Background: an optimization exercise with open tools, aiming at small area, a short achievable clock period and few clock cycles. Do not read the settings as production practice.
Only simulation tests tie the RTL to the original design; equivalence was not proved.
Power is estimated from default activity; no workload was simulated.

== onyx ==
Design fullyconnect_4, start of the top module:
module fullyconnect_4(
	input logic 				  Clk, Reset, start,
	input logic signed [31:0] curdata,
	input logic signed [31:0] curweight,
	input logic signed [31:0] curbias,
	output logic 		 [13:0] data_addr,
	output logic 		 [13:0] weight_addr,
	output logic 		 [9:0]  bias_addr,
	output logic 		 [13:0] temp_addr,
	output logic signed[31:0] temp_data,
	output logic     			  temp_wren,
	output logic 				  ready
);
	logic        running;    
	logic [5:0]  step;       
	logic [5:0]  neuron;     
	logic [11:0] waddr;      
	logic        go, step_last, layer_last;
	assign data_addr   = {8'd0, step};
	assign weight_addr = {2'd0, waddr};
	assign bias_addr   = {4'd0, neuron};
	assign go = running;
	assign step_last  = (step == 6'd59);
	assign layer_last = step_last & (neuron == 6'd47);
	always_ff @(posedge Clk) begin
		if (Reset) begin
			running <= 1'b0;
			step    <= 6'd0;
			neuron  <= 6'd0;
			waddr   <= 12'd0;
		end else if (go) begin
			if (layer_last) begin
				running <= 1'b0;
				step    <= 6'd0;
				neuron  <= 6'd0;
				waddr   <= 12'd0;
			end else begin
				running <= 1'b1;
				step    <= step_last ? 6'd0 : step + 6'd1;
				neuron  <= neuron + {5'd0, step_last};
				waddr   <= waddr + 12'd1;
			end
		end else if (start) begin
			running <= 1'b1;
		end
	end
	logic v0, f0, l0, e0, v1, f1, l1, e1, wr, rdy, wr2, rdy2;
	always_ff @(posedge Clk) begin
		if (Reset) begin
			v0   <= 1'b0;
			v1   <= 1'b0;
			wr   <= 1'b0;
			rdy  <= 1'b0;
			wr2  <= 1'b0;
			rdy2 <= 1'b0;
		end else begin
			v0   <= go;
			v1   <= v0;
			wr   <= v1 & l1;
			rdy  <= v1 & l1 & e1;
			wr2  <= wr;
			rdy2 <= rdy;
		end
		f0 <= (step == 6'd0);
		l0 <= step_last;
		e0 <= layer_last;
		f1 <= f0;
		l1 <= l0;
		e1 <= e0;
	end
	logic [31:0] dn;
	logic [15:0] e_onen, e_twon, e_neg;
	logic [32:0] wx;
	assign wx = {curweight, 1'b0};
	always_ff @(posedge Clk) begin
		dn <= ~curdata;
		for (int i = 0; i < 16; i++) begin
			e_onen[i] <= ~(wx[2*i+1] ^ wx[2*i]);
			e_twon[i] <= ~((wx[2*i+2] & ~wx[2*i+1] & ~wx[2*i]) | (~wx[2*i+2] & wx[2*i+1] & wx[2*i]));
			e_neg[i]  <= wx[2*i+2] & ~(wx[2*i+1] & wx[2*i]);
		end
	end
	logic [197:0] rows, r1;
	logic [31:0] bias;
	Mult kernel(.dn(dn), .e_onen(e_onen), .e_twon(e_twon), .e_neg(e_neg), .rows(rows));
	always_ff @(posedge Clk) begin
		r1   <= rows;
		bias <= curbias;    
	end
	logic [31:0] acc_s, acc_c, xs, xc;    
	logic        dc, cin;
  ...
export LEC_CHECK = 0
export CAP_MARGIN = 20
export CORE_MARGIN = 2
export CORE_UTILIZATION = 40
export PLACE_DENSITY = 0.6
export SLEW_MARGIN = 20
create_clock -name core_clock -period 10.0 [get_ports {Clk}]
standard.sh (not shown) runs the stock make flow with config.mk's settings and CLKGATE_MAP_FILE= SYNTH_SCRIPT=/design/flow/synth_recipe.tcl, a recipe that flattens the netlist after the stock synthesis.
==> flow/flow/run.sh <==
#!/bin/bash
# Layout flow: the standard ORFS flow (standard.sh) with these changes:
#  - synthesis runs the standard script with yosys's early generic ABC pass
#    skipped (synth -noabc), so that extract_fa sees the adders as written;
#  - timing repair (floorplan, CTS, global route) aims for SETUP_MARGIN ns of
#    setup slack beyond the design's clock period;
#  - every port still gets a buffer, but a plain buffer cell (PORT_BUF) rather
#    than the delay cell buffer_ports picks by default; repair may upsize it;
#  - clock tree synthesis runs with ORFS's arguments plus CTS_EXTRA.
# Every tool's output stays in ORFS's logs under orfs/logs; make's output is
# in standard.log.
set -euo pipefail
SETUP_MARGIN=7.0
PORT_BUF=sky130_fd_sc_hd__buf_1
CTS_EXTRA="-dont_use_dummy_load -sink_clustering_size 32 -sink_clustering_max_diameter 80"
sed 's/yosys synth -nofsm -noshare /yosys synth -nofsm -noshare -noabc /' synth_recipe.tcl > synth_recipe_noabc.tcl
grep -q -- '-noabc' synth_recipe_noabc.tcl
bash standard.sh SYNTH_SCRIPT=$PWD/synth_recipe_noabc.tcl SETUP_SLACK_MARGIN=$SETUP_MARGIN \
  "BUFFER_PORTS_ARGS=-buffer_cell $PORT_BUF" \
  "CTS_ARGS=-sink_clustering_enable -repair_clock_nets $CTS_EXTRA" \
  finish > standard.log 2>&1
onyx has completed all stages; timing, DRC and antenna checks passed.
Testbench counts of onyx, summed over its fixed seeds: cycles 69,240.
Here is what was changed in the inputs of fjord compared with onyx.
-- flow/flow/run.sh --
<<< onyx, line 11
# in standard.log.
set -euo pipefail
SETUP_MARGIN=7.0
PORT_BUF=sky130_fd_sc_hd__buf_1
CTS_EXTRA="-dont_use_dummy_load -sink_clustering_size 32 -sink_clustering_max_diameter 80"
sed 's/yosys synth -nofsm -noshare /yosys synth -nofsm -noshare -noabc /' synth_recipe.tcl > synth_recipe_noabc.tcl
grep -q -- '-noabc' synth_recipe_noabc.tcl
>>> fjord, line 11
# in standard.log.
set -euo pipefail
SETUP_MARGIN=7.1
PORT_BUF=sky130_fd_sc_hd__buf_1
CTS_EXTRA="-dont_use_dummy_load -sink_clustering_size 24 -sink_clustering_max_diameter 100"
sed 's/yosys synth -nofsm -noshare /yosys synth -nofsm -noshare -noabc /' synth_recipe.tcl > synth_recipe_noabc.tcl
grep -q -- '-noabc' synth_recipe_noabc.tcl
Findings:
- In the reports for onyx and fjord, the larger post-detailed-routing wire length belongs to fjord.
- fjord gives more first-pass GRT wire length than onyx did.
- Looking at cell area power density, fjord sits 0.80% below onyx.
- Taking onyx as the reference, in fjord final weighted congestion in routability-driven placement now sits lower, fraction of area in multi-input gates now sits lower, slack of the critical path now sits higher, width of the die now sits at about the same level, utilization of the core after routing now sits higher.
--- input diff fjord..lagoon ---
-- flow/flow/run.sh --
<<< fjord, line 11
# in standard.log.
set -euo pipefail
SETUP_MARGIN=7.1
PORT_BUF=sky130_fd_sc_hd__buf_1
CTS_EXTRA="-dont_use_dummy_load -sink_clustering_size 24 -sink_clustering_max_diameter 100"
sed 's/yosys synth -nofsm -noshare /yosys synth -nofsm -noshare -noabc /' synth_recipe.tcl > synth_recipe_noabc.tcl
grep -q -- '-noabc' synth_recipe_noabc.tcl
>>> lagoon, line 11
# in standard.log.
set -euo pipefail
SETUP_MARGIN=7.0
PORT_BUF=sky130_fd_sc_hd__buf_1
CTS_EXTRA="-dont_use_dummy_load -sink_clustering_size 24 -sink_clustering_max_diameter 100 -balance_levels"
sed 's/yosys synth -nofsm -noshare /yosys synth -nofsm -noshare -noabc /' synth_recipe.tcl > synth_recipe_noabc.tcl
grep -q -- '-noabc' synth_recipe_noabc.tcl
==> summary.txt <==
fjord did not stop at any stage, and its layout met the timing, DRC and antenna checks.
lagoon reached the end of the flow, and the finished layout is clean on the timing, DRC and antenna checks.
First-pass GRT wire length (higher): fjord
In lagoon the non-clock buffer count in the final layout turned out 18 lower than in fjord.
lagoon vs fjord: worst hold slack up in lagoon
Comparing lagoon against fjord, there is no change at all in number of buffers between clock root and the deepest sink.
Number of iterations in the first detailed-routing pass in lagoon vs fjord: up 1
Diff fjord -> lagoon | sequential share of layout area | increase of 0.25 points
Compared with fjord, lagoon shows routed wire length that has gone down slightly.

[re-timing with driven ports]
The flow's constraints put no driver on any port. The routed layouts listed below were extracted and timed again, unchanged, in two steps.
Step 1 sets driving cells, clkbuf_16 on the clock port and buf_2 on the other inputs (assumed; they add their load-dependent delay and slew).
Step 2, shift: input delay + t, output delay - t, t = (earliest + latest rising clock arrival at the registers) / 2. This alone moves slack from input paths to output paths.
a / b / c = ideal / step 1 / step 2; a / b = the first two.
run	t, ns	setup WS [ns]	hold slack, ns	worst data-port slew with drivers (ns)
onyx	0.670	6.887 / 6.824 / 6.884	0.333 / 0.333 / 0.333	0.09
fjord	0.628	6.924 / 6.861 / 6.936	0.331 / 0.331 / 0.331	0.07
lagoon	0.633	6.927 / 6.863 / 6.901	0.334 / 0.334 / 0.334	0.10
After both steps every run listed still meets setup and hold. The setup slack of lagoon, which loses most, moves by -0.064 ns with the drivers and by -0.026 ns with both steps.
